This is an optimization exercise on Yosys and OpenROAD, whose aim is small area, a short achievable clock period and few clock cycles per item, not a production implementation. At most, simulation tests tie the RTL to the original design; equivalence was not proved.

==> flow/design.v (excerpt) <==
module V_CORDIC_Unit (
    input signed [31:0]      i_data_1, 
    input signed [31:0]      i_data_2,
    input                    en,
    input                    rst,
    input                    clk,
    output signed [31:0]     o_data_1,
    output signed [31:0]     o_data_2,
    output signed [31:0]     angle,
    output                   done_flag
);
    wire [31:0] LUT;
    wire [4:0]  sel;    
    V_CORDIC veccor (
        .i_data_1(i_data_1),
        .i_data_2(i_data_2),
        .en(en),
        .rst(rst),
        .clk(clk),
        .LUT(LUT),
        .o_data_1(o_data_1),
        .o_data_2(o_data_2),
        .angle(angle),
        .done_flag(done_flag),
        .sel(sel)
    );
    LUT lut (
        .sel(sel),
        .value(LUT)
    );
endmodule
Settings: LEC_CHECK=0, CAP_MARGIN=20, CORE_MARGIN=2, CORE_UTILIZATION=40, SETUP_SLACK_MARGIN=5, SLEW_MARGIN=20; clock period 10.0 ns.
run.sh (not shown) runs the stock make flow with config.mk's settings and CLKGATE_MAP_FILE= SYNTH_SCRIPT=/design/flow/synth_recipe.tcl, a recipe that flattens the netlist after the stock synthesis.
The baseline passed the timing, design-rule and antenna checks.
==> next run, changes <==
==> flow/flow/run.sh (new file) <==
#!/bin/bash
# Standard ORFS layout with two changes: port buffers are buf_1 cells, and
# repair_timing aims at a setup margin of 7 ns.
set -o pipefail
bash standard.sh 'BUFFER_PORTS_ARGS=-buffer_cell sky130_fd_sc_hd__buf_1' SETUP_SLACK_MARGIN=7 finish > standard.log 2>&1
==> flow/standard.sh (new file) <==
#!/bin/bash
# synth_recipe.tcl (not shown) runs the flow's synth.tcl, then flattens the netlist and writes it again
# the make line also repeats each setting of config.mk as NAME=value (left out here)
make -C /OpenROAD-flow-scripts/flow DESIGN_CONFIG=/design/flow/config.mk WORK_HOME=/design/flow/orfs CLKGATE_MAP_FILE= SYNTH_SCRIPT=/design/flow/synth_recipe.tcl "${@:-finish}"
SETUP_SLACK_MARGIN = unset   (was 5)
removed: flow/run.sh
Via count came out higher by 18%.
Count of clock-buffer cells in the layout came out higher by 4.
Synthesized cell count does not change.
Cell area came out higher by 31%.
Wire length came out higher by 16%.
Clock skew came out lower by 7.7 ps.
Non-clock buffer count came out higher by 318.
==> next run, changes <==
==> flow/flow/run.sh (replaced) <==
#!/bin/bash
# Standard ORFS layout; port buffers use buf_2 instead of the default choice.
set -o pipefail
bash standard.sh 'BUFFER_PORTS_ARGS=-buffer_cell sky130_fd_sc_hd__buf_2' finish > standard.log 2>&1
SETUP_SLACK_MARGIN = 5   (was unset)
What happened:
- worst hold slack improved by 90 ps
- worst setup slack got worse by 630 ps
- final cell count shrinks by 11%
- clock-buffer cell count decreases by 4
- synthesized area does not change
No run of this note included a check of the RTL's function; only the layout flow was run.

========
V_CORDIC_Unit, a different RTL version from the one above (not shown whole).
For scale: ~1,900 cells after synthesis, ~180 flip-flops, roughly 0.017 mm2 of cells after synthesis.
clock: 10.0 ns
lec_check: 0
cap_margin: 20
core_margin: 2
core_utilization: 40
slew_margin: 20
Stock flow here: none of the scripts above is used.
The first run completed without violations.
Rerun with:
==> flow/flow/run.sh (new file) <==
#!/bin/bash
# Standard ORFS layout, with repair_timing aiming at a larger setup margin.
set -o pipefail
bash standard.sh SETUP_SLACK_MARGIN=6.5 finish > standard.log 2>&1
==> flow/standard.sh (new file) <==
#!/bin/bash
# synth_recipe.tcl (not shown) runs the flow's synth.tcl, then flattens the netlist and writes it again
# the make line also repeats each setting of config.mk as NAME=value (left out here)
make -C /OpenROAD-flow-scripts/flow DESIGN_CONFIG=/design/flow/config.mk WORK_HOME=/design/flow/orfs CLKGATE_MAP_FILE= SYNTH_SCRIPT=/design/flow/synth_recipe.tcl "${@:-finish}"
removed: flow/run.sh
The new run passed the timing, design-rule and antenna checks.
Final area increases by 20%.
Via count climbs by 9.5%.
Fmax is higher by 36%.
Synthesized area is unchanged.
Critical path depth goes down by 1.
Non-clock buffer count climbs by 173.
Wire length went up by 15%.
Rerun with:
==> flow/run.sh (new file) <==
#!/bin/bash
# synth_recipe.tcl (not shown) runs the flow's synth.tcl, then flattens the netlist and writes it again
# the make line also repeats each setting of config.mk as NAME=value (left out here)
make -C /OpenROAD-flow-scripts/flow DESIGN_CONFIG=/design/flow/config.mk WORK_HOME=/design/flow/orfs CLKGATE_MAP_FILE= SYNTH_SCRIPT=/design/flow/synth_recipe.tcl finish
- SETUP_SLACK_MARGIN: default -> 5
removed: flow/flow/run.sh
removed: flow/standard.sh
- final cell count is lower by 6.1%
- count of clock-buffer cells in the layout is higher by 1
- wire length is lower by 9.4%
- via count is lower by 7.4%
- die area stays the same
- fmax is lower by 3.5%
- synthesized area stays the same
- cell area is lower by 15%
No run of this note included a check of the RTL's function; only the layout flow was run.

========
V_CORDIC_Unit, a different RTL version from the one above (not shown whole).
Size: about 2,000 cells after synthesis, roughly 190 flip-flops, roughly 160 I/O pins, roughly 16,000 sq um of cells after synthesis.
export LEC_CHECK = 0
export CAP_MARGIN = 20
export CORE_MARGIN = 2
export CORE_UTILIZATION = 65
export CTS_BUF_LIST = sky130_fd_sc_hd__clkbuf_4 sky130_fd_sc_hd__clkbuf_8
export CTS_CLUSTER_SIZE = 30
export PLACE_DENSITY = 0.8
export SLEW_MARGIN = 20
create_clock -name core_clock -period 10.0 [get_ports {clk}]
standard.sh (not shown) runs the stock make flow with config.mk's settings and CLKGATE_MAP_FILE= SYNTH_SCRIPT=/design/flow/synth_recipe.tcl, a recipe that flattens the netlist after the stock synthesis.
==> flow/flow/run.sh <==
#!/bin/bash
# Standard ORFS layout with two changes: port buffers are buf_1 cells, and
# repair_timing aims at a setup margin of 5.75 ns.
set -o pipefail
bash standard.sh 'BUFFER_PORTS_ARGS=-buffer_cell sky130_fd_sc_hd__buf_1' SETUP_SLACK_MARGIN=5.75 finish > standard.log 2>&1
Testbench counts at the start, summed over its fixed seeds: cycles 12,808, items 512.
==> next run, changes <==
==> flow/flow/run.sh (replaced) <==
#!/bin/bash
# Standard ORFS layout with two changes: port buffers are buf_1 cells, and
# repair_timing aims at a setup margin of 5.9 ns.
set -o pipefail
bash standard.sh 'BUFFER_PORTS_ARGS=-buffer_cell sky130_fd_sc_hd__buf_1' SETUP_SLACK_MARGIN=5.9 finish > standard.log 2>&1
Outcome: Via count decreases by 0.36%. Wire length hardly moves. Non-clock buffer count increases by 6. Worst setup slack improves by 0.064 ns. Sequential share of layout area decreases by 0.71 points. Core utilization increases by 1.7 points. Hold slack degrades by 0.022 ns. Die area stays the same. Flip-flop and latch count does not change. Design area increases by 2.4%. Global-route usage decreases by 0.83 points.

========
V_CORDIC_Unit, a different RTL version from the one above (not shown whole).
Size: roughly 180 flip-flops, roughly 160 I/O pins.
make LEC_CHECK=0 CAP_MARGIN=20 CORE_MARGIN=2 CORE_UTILIZATION=40 SETUP_SLACK_MARGIN=5 SLEW_MARGIN=20 finish   # period 10.0 ns
run.sh (not shown) runs the stock make flow with config.mk's settings and CLKGATE_MAP_FILE= SYNTH_SCRIPT=/design/flow/synth_recipe.tcl, a recipe that flattens the netlist after the stock synthesis.
Stock flow here: none of the scripts above is used.
==> next run, changes <==
==> flow/flow/run.sh (new file) <==
#!/bin/bash
# Standard ORFS layout, with repair_timing aiming at a larger setup margin.
set -o pipefail
bash standard.sh SETUP_SLACK_MARGIN=6.5 finish > standard.log 2>&1
==> flow/standard.sh (new file) <==
#!/bin/bash
# synth_recipe.tcl (not shown) runs the flow's synth.tcl, then flattens the netlist and writes it again
# the make line also repeats each setting of config.mk as NAME=value (left out here)
make -C /OpenROAD-flow-scripts/flow DESIGN_CONFIG=/design/flow/config.mk WORK_HOME=/design/flow/orfs CLKGATE_MAP_FILE= SYNTH_SCRIPT=/design/flow/synth_recipe.tcl "${@:-finish}"
- SETUP_SLACK_MARGIN: 5 -> default
removed: flow/run.sh
Result:
- worst setup slack got worse by 0.023 ns
- synthesized cell count does not change
- synthesized area stays the same
- routed wire length rose by a little under a tenth
- die area is unchanged
- clock skew stays flat
- flip-flop and latch count stays the same
No functional check of the RTL was part of any run of this note.

========
Another version of the RTL of V_CORDIC_Unit (not shown whole).
Size: ~180 flip-flops, ~160 I/O pins, roughly 18000 um2 of cells after synthesis.
Design V_CORDIC_Unit, start of the top module:
module V_CORDIC_Unit (
    input signed [31:0]      i_data_1, 
    input signed [31:0]      i_data_2,
    input                    en,
    input                    rst,
    input                    clk,
    output signed [31:0]     o_data_1,
    output signed [31:0]     o_data_2,
    output signed [31:0]     angle,
    output                   done_flag
);
clock: 10.0 ns
lec_check: 0
cap_margin: 20
core_margin: 2
core_utilization: 40
setup_slack_margin: 5
slew_margin: 20
synth_hierarchical: 1
Stock flow here: none of the scripts above is used.
==> next run, changes <==
==> flow/flow/run.sh (new file) <==
#!/bin/bash
# Standard ORFS layout with two changes: port buffers are buf_1 cells, and
# repair_timing aims at a setup margin of 7 ns.
set -o pipefail
bash standard.sh 'BUFFER_PORTS_ARGS=-buffer_cell sky130_fd_sc_hd__buf_1' SETUP_SLACK_MARGIN=7 finish > standard.log 2>&1
==> flow/standard.sh (new file) <==
#!/bin/bash
# synth_recipe.tcl (not shown) runs the flow's synth.tcl, then flattens the netlist and writes it again
# the make line also repeats each setting of config.mk as NAME=value (left out here)
make -C /OpenROAD-flow-scripts/flow DESIGN_CONFIG=/design/flow/config.mk WORK_HOME=/design/flow/orfs CLKGATE_MAP_FILE= SYNTH_SCRIPT=/design/flow/synth_recipe.tcl "${@:-finish}"
--- a/flow/config.mk
+++ b/flow/config.mk
@@ -10,3 +10,2 @@
 export CORE_UTILIZATION = 40
-export SETUP_SLACK_MARGIN = 5
 export SLEW_MARGIN = 20
removed: flow/run.sh
Effect: The changed run finished with timing, DRC and antenna clean. Sequential share of layout area shrinks by 2.7 points. Setup slack gains 0.52 ns. Utilization is higher by 9.7 points.
No run of this note included a check of the RTL's function; only the layout flow was run.

========
Setup of run A:
Another version of the RTL of V_CORDIC_Unit (not shown whole).
Size in the first run: roughly 1900 cells after synthesis, ~180 flip-flops, ~160 I/O pins, about 0.016 sq mm of cells after synthesis.
// V_CORDIC_Unit
module V_CORDIC_Unit (
    input signed [31:0]      i_data_1, 
    input signed [31:0]      i_data_2,
    input                    en,
    input                    rst,
    input                    clk,
    output signed [31:0]     o_data_1,
    output signed [31:0]     o_data_2,
    output signed [31:0]     angle,
    output                   done_flag
);
Settings: LEC_CHECK=0, CAP_MARGIN=20, CORE_MARGIN=2, CORE_UTILIZATION=65, PLACE_DENSITY=0.8, SLEW_MARGIN=20; clock period 10.0 ns.
standard.sh (not shown) runs the stock make flow with config.mk's settings and CLKGATE_MAP_FILE= SYNTH_SCRIPT=/design/flow/synth_recipe.tcl, a recipe that flattens the netlist after the stock synthesis.
==> flow/flow/run.sh <==
#!/bin/bash
# Standard ORFS layout with two changes: port buffers are buf_1 cells, and
# repair_timing aims at a setup margin of 5.5 ns.
set -o pipefail
bash standard.sh 'BUFFER_PORTS_ARGS=-buffer_cell sky130_fd_sc_hd__buf_1' SETUP_SLACK_MARGIN=5.5 finish > standard.log 2>&1
Testbench counts of run A, summed over its fixed seeds: cycles 12,808, items 512.
Inputs modified between run A and run B:
Settings: an added SETUP_SLACK_MARGIN of 5.
==> flow/flow/run.sh <==
#!/bin/bash
# Standard ORFS layout; port buffers use buf_1 instead of the default choice.
set -o pipefail
bash standard.sh 'BUFFER_PORTS_ARGS=-buffer_cell sky130_fd_sc_hd__buf_1' finish > standard.log 2>&1
Results
Looking at area of combinational cells with multiple inputs, run B sits about 2.3% below run A.
Going from run A to run B, via count shrank slightly.
Met2 usage: run B vs run A down 0.67 points
Lower post-route core utilization among run B and run A: run B
Maximum frequency: run B lower than run A
The TritonCTS buffer count was comparable across run B and run A.
Measured against each other, run B and run A differ in top fanout value on the critical path, the lower figure coming from run A.
Count of non-filler cells in the finished layout: run B lower than run A
For the fraction of area in multi-input gates, run B came in 0.89 points higher than run A did.
diff inputs: run B => run C
Settings: CORE_UTILIZATION now 40, was 65; PLACE_DENSITY no longer set, was 0.8.
==> flow/flow/run.sh <==
#!/bin/bash
# Standard ORFS layout; port buffers use buf_2 instead of the default choice.
set -o pipefail
bash standard.sh 'BUFFER_PORTS_ARGS=-buffer_cell sky130_fd_sc_hd__buf_2' finish > standard.log 2>&1
### Flow results
Run C vs. run B: ratio of final minimum period to clock period went up 0.42 points; number of vias after detailed routing decreased about 3.6%; fraction of area in multi-input gates shows a reduction of 2.0 points; die area now sits higher; critical path depth increased 1.
Clock-buffer cell count was higher in the run labelled run B.
Taking run B as the reference, in run C starting utilization of the core area went down 25 points; register-to-register setup slack decreased by 40 ps relative to the old numbers.

========
## red
V_CORDIC_Unit, a different RTL version from the one above (not shown whole).
For scale: about 2,100 cells after synthesis, roughly 200 flip-flops, ~160 I/O pins, about 17,000 um^2 of cells after synthesis.
## V_CORDIC_Unit
module V_CORDIC_Unit (
    input signed [31:0]      i_data_1, 
    input signed [31:0]      i_data_2,
    input                    en,
    input                    rst,
    input                    clk,
    output signed [31:0]     o_data_1,
    output signed [31:0]     o_data_2,
    output signed [31:0]     angle,
    output                   done_flag
);
    wire [31:0] LUT;
    wire [4:0]  sel;    
    V_CORDIC veccor (
        .i_data_1(i_data_1),
        .i_data_2(i_data_2),
        .en(en),
        .rst(rst),
        .clk(clk),
        .LUT(LUT),
        .o_data_1(o_data_1),
        .o_data_2(o_data_2),
        .angle(angle),
        .done_flag(done_flag),
        .sel(sel)
    );
    LUT lut (
        .sel(sel),
        .value(LUT)
    );
endmodule
Settings: LEC_CHECK=0, CAP_MARGIN=20, CORE_MARGIN=2, CORE_UTILIZATION=55, PLACE_DENSITY=0.7, SLEW_MARGIN=20; clock period 10.0 ns.
==> flow/flow/run.sh <==
#!/bin/bash
# Standard ORFS layout with two changes: port buffers are buf_1 cells, and
# repair_timing aims at a setup margin of 6 ns.
set -o pipefail
bash standard.sh 'BUFFER_PORTS_ARGS=-buffer_cell sky130_fd_sc_hd__buf_1' SETUP_SLACK_MARGIN=6 finish > standard.log 2>&1
The inputs of blue differ from those of red as listed below.
- PLACE_DENSITY now 0.8, was 0.7
- CORE_UTILIZATION now 65, was 55
==> flow/flow/run.sh <==
#!/bin/bash
# Standard ORFS layout with two changes: port buffers are buf_1 cells, and
# repair_timing aims at a setup margin of 5.5 ns.
set -o pipefail
bash standard.sh 'BUFFER_PORTS_ARGS=-buffer_cell sky130_fd_sc_hd__buf_1' SETUP_SLACK_MARGIN=5.5 finish > standard.log 2>&1
### Flow results
blue went all the way through the flow, and no timing, DRC or antenna check failed.
red: flow completed, timing, DRC and antenna clean
Looking at register fraction of the total cell area, blue sits 1.8 points above red.
Fraction of layout instances using a drive strength above 1, red and blue: lower on blue
Count of buffer and inverter cells on the critical path in blue vs red: up 1
Complex-gate fraction of the synthesized area: blue vs red identical
Measured against red, the wire length of blue comes out at 0.938 times the reference value.
Cmp red and blue / number of diodes / lower: blue
Area of placed instances, blue vs red: down slightly
Placeable core region: red and blue compared, lower one is blue
Required time at the endpoint of the critical path: blue vs red — no meaningful difference
Function was not checked in any run of this note: the RTL went through the layout flow alone.

========
## rev 12
V_CORDIC_Unit with an RTL version that a note above also has.
Size in the first run: roughly 2000 cells after synthesis, ~190 flip-flops, ~160 I/O pins.
export LEC_CHECK = 0
export CAP_MARGIN = 20
export CORE_MARGIN = 2
export CORE_UTILIZATION = 65
export CTS_BUF_LIST = sky130_fd_sc_hd__clkbuf_4 sky130_fd_sc_hd__clkbuf_8
export CTS_CLUSTER_SIZE = 30
export GPL_ROUTABILITY_DRIVEN = 0
export PLACE_DENSITY = 0.8
export SLEW_MARGIN = 20
create_clock -name core_clock -period 10.0 [get_ports {clk}]
==> flow/flow/run.sh <==
#!/bin/bash
# Standard ORFS layout with two changes: port buffers are buf_1 cells, and
# repair_timing aims at a setup margin of 5.5 ns.
set -o pipefail
bash standard.sh 'BUFFER_PORTS_ARGS=-buffer_cell sky130_fd_sc_hd__buf_1' SETUP_SLACK_MARGIN=5.5 finish > standard.log 2>&1
Testbench counts of rev 12, summed over its fixed seeds: cycles 12,808, items 512.
What rev 13 does differently from rev 12 at the input level:
Settings: a deleted GPL_ROUTABILITY_DRIVEN that had been 0.
[summary]
- Rev 13 completed; timing, DRC and antenna clean
- Initial antenna violation count up 1 in rev 13 wrt rev 12
- Rev 13 -> rev 12: area of the mapped netlist delta 0, exact match
- Rev 13 ended with less maximum number of pins on one net before global-route repair than rev 12.
- Across both runs, minimum setup slack after placement was lower for rev 13 than for rev 12.

==> static timing again, ports no longer ideal <==
In the flow no input, the clock included, has a driving cell. The finished layouts below were timed again as built, in two steps.
Step 1: set_driving_cell puts a clkbuf_16 on clk and a buf_2 on each other input, an assumption about the parent block.
Step 2 moves the port delays by t, midway between the first and last clock arrival at a register: inputs arrive t later, outputs are due t later. That takes back most of the time a late clock gives input paths.
Three values: no drivers, after step 1, after step 2; two values: the first two.
run | t, ns | setup WS [ns] | worst setup path at the end | slew at the worst register clock pin (ns) | cell pins on the clock port's net
the first run of note 1 | 0.526 | 5.204 / 5.204 / 5.204 | register to register | 0.08 / 0.08 | 1
the second run of note 1 | 0.534 | 5.859 / 5.859 / 5.859 | register to register | 0.08 / 0.08 | 1
the third run of note 1 | 0.552 | 5.226 / 5.226 / 5.226 | register to register | 0.08 / 0.08 | 1
the first run of note 2 | 0.513 | 3.745 / 3.745 / 3.745 | register to register | 0.08 / 0.08 | 1
the second run of note 2 | 0.506 | 5.397 / 5.397 / 5.397 | register to register | 0.08 / 0.08 | 1
the third run of note 2 | 0.510 | 5.228 / 5.228 / 5.228 | register to register | 0.08 / 0.08 | 1
the first run of note 3 | 0.541 | 5.911 / 5.911 / 5.911 | register to register | 0.12 / 0.12 | 1
the second run of note 3 | 0.532 | 5.974 / 5.974 / 5.974 | register to register | 0.12 / 0.12 | 1
the first run of note 4 | 0.508 | 5.015 / 5.015 / 5.015 | register to register | 0.08 / 0.08 | 1
the second run of note 4 | 0.507 | 4.992 / 4.992 / 4.992 | register to register | 0.08 / 0.08 | 1
the first run of note 5 | 0.569 | 5.277 / 5.277 / 5.277 | register to register | 0.08 / 0.08 | 1
the second run of note 5 | 0.568 | 5.798 / 5.798 / 5.798 | register to register | 0.08 / 0.08 | 1
run A | 0.486 | 5.511 / 5.511 / 5.511 | register to register | 0.08 / 0.08 | 1
run B | 0.484 | 5.216 / 5.216 / 5.216 | register to register | 0.08 / 0.08 | 1
run C | 0.554 | 5.174 / 5.174 / 5.174 | register to register | 0.08 / 0.08 | 1
red | 0.518 | 5.887 / 5.887 / 5.887 | register to register | 0.08 / 0.08 | 1
blue | 0.506 | 5.686 / 5.686 / 5.686 | register to register | 0.09 / 0.09 | 1
rev 12 | 0.542 | 5.706 / 5.707 / 5.707 | register to register | 0.12 / 0.12 | 1
rev 13 | 0.529 | 5.739 / 5.739 / 5.739 | register to register | 0.12 / 0.12 | 1
After both steps every run listed still meets setup and hold.
